Background: an optimization exercise with open tools, aiming at small area and a short achievable clock period. Do not read the settings as production practice. The RTL was checked by simulation tests, not by an equivalence proof against the original design. Power is estimated from default activity; no workload was simulated.

## rfg_host
module rfg_host (
    input  wire        clk,
    input  wire        resn,
    input  wire [7:0]  s_axis_tdata,
    input  wire        s_axis_tvalid,
    output wire        s_axis_tready,
    input  wire [7:0]  s_axis_tid,
    output wire [7:0]  m_axis_tdata,
    output wire        m_axis_tvalid,
    input  wire        m_axis_tready,
    output wire        m_axis_tlast,
    output wire [7:0]  m_axis_tid,
    output wire [7:0]  m_axis_tdest,
    output wire        debug_got_byte,
    output wire [3:0]  debug_state,
    input  wire [15:0]   hk_xadc_temperature,
    input  wire          hk_xadc_temperature_write,
    input  wire [15:0]   hk_xadc_vccint,
    input  wire          hk_xadc_vccint_write,
    output wire [31:0]   hk_conversion_trigger,
    output wire          hk_conversion_trigger_interrupt,
    input  wire          hk_stat_conversions_counter_enable,
    output wire [7:0]    hk_ctrl,
    output wire [2:0]    hk_ctrl_select_adc,
    output wire [7:0]    hk_adcdac_mosi_fifo_m_axis_tdata,
    output wire          hk_adcdac_mosi_fifo_m_axis_tvalid,
    input  wire          hk_adcdac_mosi_fifo_m_axis_tready,
    output wire          hk_adcdac_mosi_fifo_m_axis_tlast,
    input  wire [7:0]    hk_adc_miso_fifo_s_axis_tdata,
    input  wire          hk_adc_miso_fifo_s_axis_tvalid,
    output wire          hk_adc_miso_fifo_s_axis_tready,
    input  wire [31:0]   hk_adc_miso_fifo_read_size,
    input  wire          hk_adc_miso_fifo_read_size_write,
    output wire [7:0]    layer_0_cfg_ctrl,
    output wire          layer_0_cfg_ctrl_hold,
    output wire          layer_0_cfg_ctrl_reset,
    output wire          layer_0_cfg_ctrl_disable_autoread,
    output wire          layer_0_cfg_ctrl_cs,
    output wire          layer_0_cfg_ctrl_disable_miso,
    output wire          layer_0_cfg_ctrl_loopback,
    output wire [7:0]    layer_1_cfg_ctrl,
  ...
Size in the first run: roughly 4800 cells after synthesis, about 1200 flip-flops, ~950 I/O pins.
export LEC_CHECK = 0
export CAP_MARGIN = 10
export CORE_AREA = 10 10 350 350
export CTS_CLUSTER_DIAMETER = 120
export CTS_CLUSTER_SIZE = 25
export DIE_AREA = 0 0 360 360
export GPL_TIMING_DRIVEN = 0
export SETUP_SLACK_MARGIN = 3.4
export SLEW_MARGIN = 20
create_clock -name core_clock -period 6.0 [get_ports {clk}]
standard.sh (not shown) runs the stock make flow with config.mk's settings and CLKGATE_MAP_FILE= SYNTH_SCRIPT=/design/flow/synth_recipe.tcl, a recipe that flattens the netlist after the stock synthesis.
==> flow/flow/run.sh <==
#!/bin/bash
set -o pipefail
cp standard.sh standard_sh_copy.log
export BUFFER_PORTS_ARGS="-buffer_cell sky130_fd_sc_hd__buf_1"
bash standard.sh > standard.log 2>&1
==> next run, changes <==
CORE_AREA = 10 10 365 365   (was 10 10 350 350)
DIE_AREA = 0 0 375 375   (was 0 0 360 360)
GPL_TIMING_DRIVEN = not set   (was 0)
Worst setup slack improves by 0.079 ns.
Routed wire length shrinks by about 11%.
Critical path depth is lower by 1.
Sequential share of layout area came out higher by 2.0 points.
Final cell count drops by about 3%.
Power falls by about 2.3%.
Design area fell by 3.9%.

* * *

## run 1
rfg_host again, from the RTL that the note above started with.
export LEC_CHECK = 0
export CAP_MARGIN = 10
export CORE_AREA = 10 10 305 305
export CTS_CLUSTER_DIAMETER = 120
export CTS_CLUSTER_SIZE = 25
export DIE_AREA = 0 0 315 315
export SETUP_SLACK_MARGIN = 3.4
export SLEW_MARGIN = 20
create_clock -name core_clock -period 6.0 [get_ports {clk}]
Scripts as last shown in full above: flow/flow/run.sh
Run 1: flow completed, timing, DRC and antenna clean
The inputs of run 2 differ from those of run 1 as listed below.
-- flow/config.mk --
<<< run 1, line 8
export CAP_MARGIN = 10
export CORE_AREA = 10 10 305 305
export CTS_CLUSTER_DIAMETER = 120
export CTS_CLUSTER_SIZE = 25
export DIE_AREA = 0 0 315 315
export SETUP_SLACK_MARGIN = 3.4
>>> run 2, line 8
export CAP_MARGIN = 10
export CORE_AREA = 10 10 335 335
export CTS_CLUSTER_DIAMETER = 80
export CTS_CLUSTER_SIZE = 20
export DIE_AREA = 0 0 345 345
export SETUP_SLACK_MARGIN = 3.4
Results
The number of global-route vias before repair on run 1 is in line with that on run 2. Cells: run 2 has more instances than run 1. Fill cell instance count of the final layout in run 2 vs run 1: up 2,505. As far as number of nets in the layout is concerned, run 2 and run 1 perform about the same. Relative to run 1, the initial antenna violation count of run 2 is higher by 4. [compare] base=run 1 new=run 2: combinational cell fraction of total power fell 1.1 points, proportion of cell area occupied by registers fell 0.88 points. Relative to run 1, run 2 degrades total power. Diff run 1 -> run 2 | synthesis-to-finish area growth | increase of 2.0 points.

* * *

exp/pepper:
rfg_host again, from the RTL that the note above started with.
clock: 6.0 ns
lec_check: 0
cap_margin: 10
core_area: 10 10 350 350
cts_cluster_diameter: 120
cts_cluster_size: 25
die_area: 0 0 360 360
setup_slack_margin: 3.4
slew_margin: 20
Scripts as last shown in full above: flow/flow/run.sh
## Diff of input files: exp/amber against exp/pepper
- a change of DIE_AREA from 0 0 360 360 to 0 0 330 330
- a change of CORE_AREA from 10 10 350 350 to 10 10 320 320
Findings:
- exp/amber ran to completion and came out clean on the timing, design-rule and antenna checks.
- The higher well tap count of exp/amber and exp/pepper is in exp/pepper.
- Relative to exp/pepper, the area enclosed by the die boundary of exp/amber is lower by about 16%.
- Taking exp/pepper as the reference, in exp/amber switching power as a share of total power went down 0.56 points, highest clock frequency the design can meet down 0.36%, design area -about 1.5%, global-route usage moved up, via total after detailed routing ~0 delta.
- NOTE: worst slack at placement in exp/amber falls short of that of exp/pepper
### exp/amber -> exp/umber
- changing CTS_CLUSTER_SIZE from 25 to 20
- changing CTS_CLUSTER_DIAMETER from 120 to 80
## What came out
Comparing exp/amber against exp/umber, there is no change at all in number of I/O port buffers.
exp/umber vs. exp/amber: total power climbed 850 uW, via count of the first global-routing pass picked up an extra 409.

[separate check: timing with driven ports]
In the flow no input, the clock included, has a driving cell. The finished layouts below were timed again as built, in two steps.
Step 1 sets driving cells, clkbuf_16 on the clock port and buf_2 on the other inputs (assumed; they add their load-dependent delay and slew).
Step 2, shift: input delay + t, output delay - t, t = (earliest + latest rising clock arrival at the registers) / 2. This alone moves slack from input paths to output paths.
Three values: ideal, step 1, step 2; two values: the first two.
run	t (ns)	setup WS [ns]	hold WS [ns]
the first run of note 1	0.804	3.170 / 3.091 / 2.494	0.382 / 0.382 / 0.382
the second run of note 1	0.799	3.249 / 3.166 / 2.597	0.437 / 0.437 / 0.437
run 1	0.736	3.320 / 3.236 / 2.501	0.454 / 0.454 / 0.454
run 2	0.760	3.363 / 3.234 / 2.473	0.480 / 0.480 / 0.480
exp/pepper	0.774	3.312 / 3.237 / 2.598	0.436 / 0.436 / 0.436
exp/amber	0.774	3.302 / 3.200 / 2.426	0.483 / 0.483 / 0.483
exp/umber	0.750	3.248 / 3.241 / 2.515	0.480 / 0.480 / 0.480
After both steps setup and hold are still met in every run listed. For run 2, which loses most, drivers alone change the setup slack by -0.129 ns; drivers and shift together by -0.890 ns.
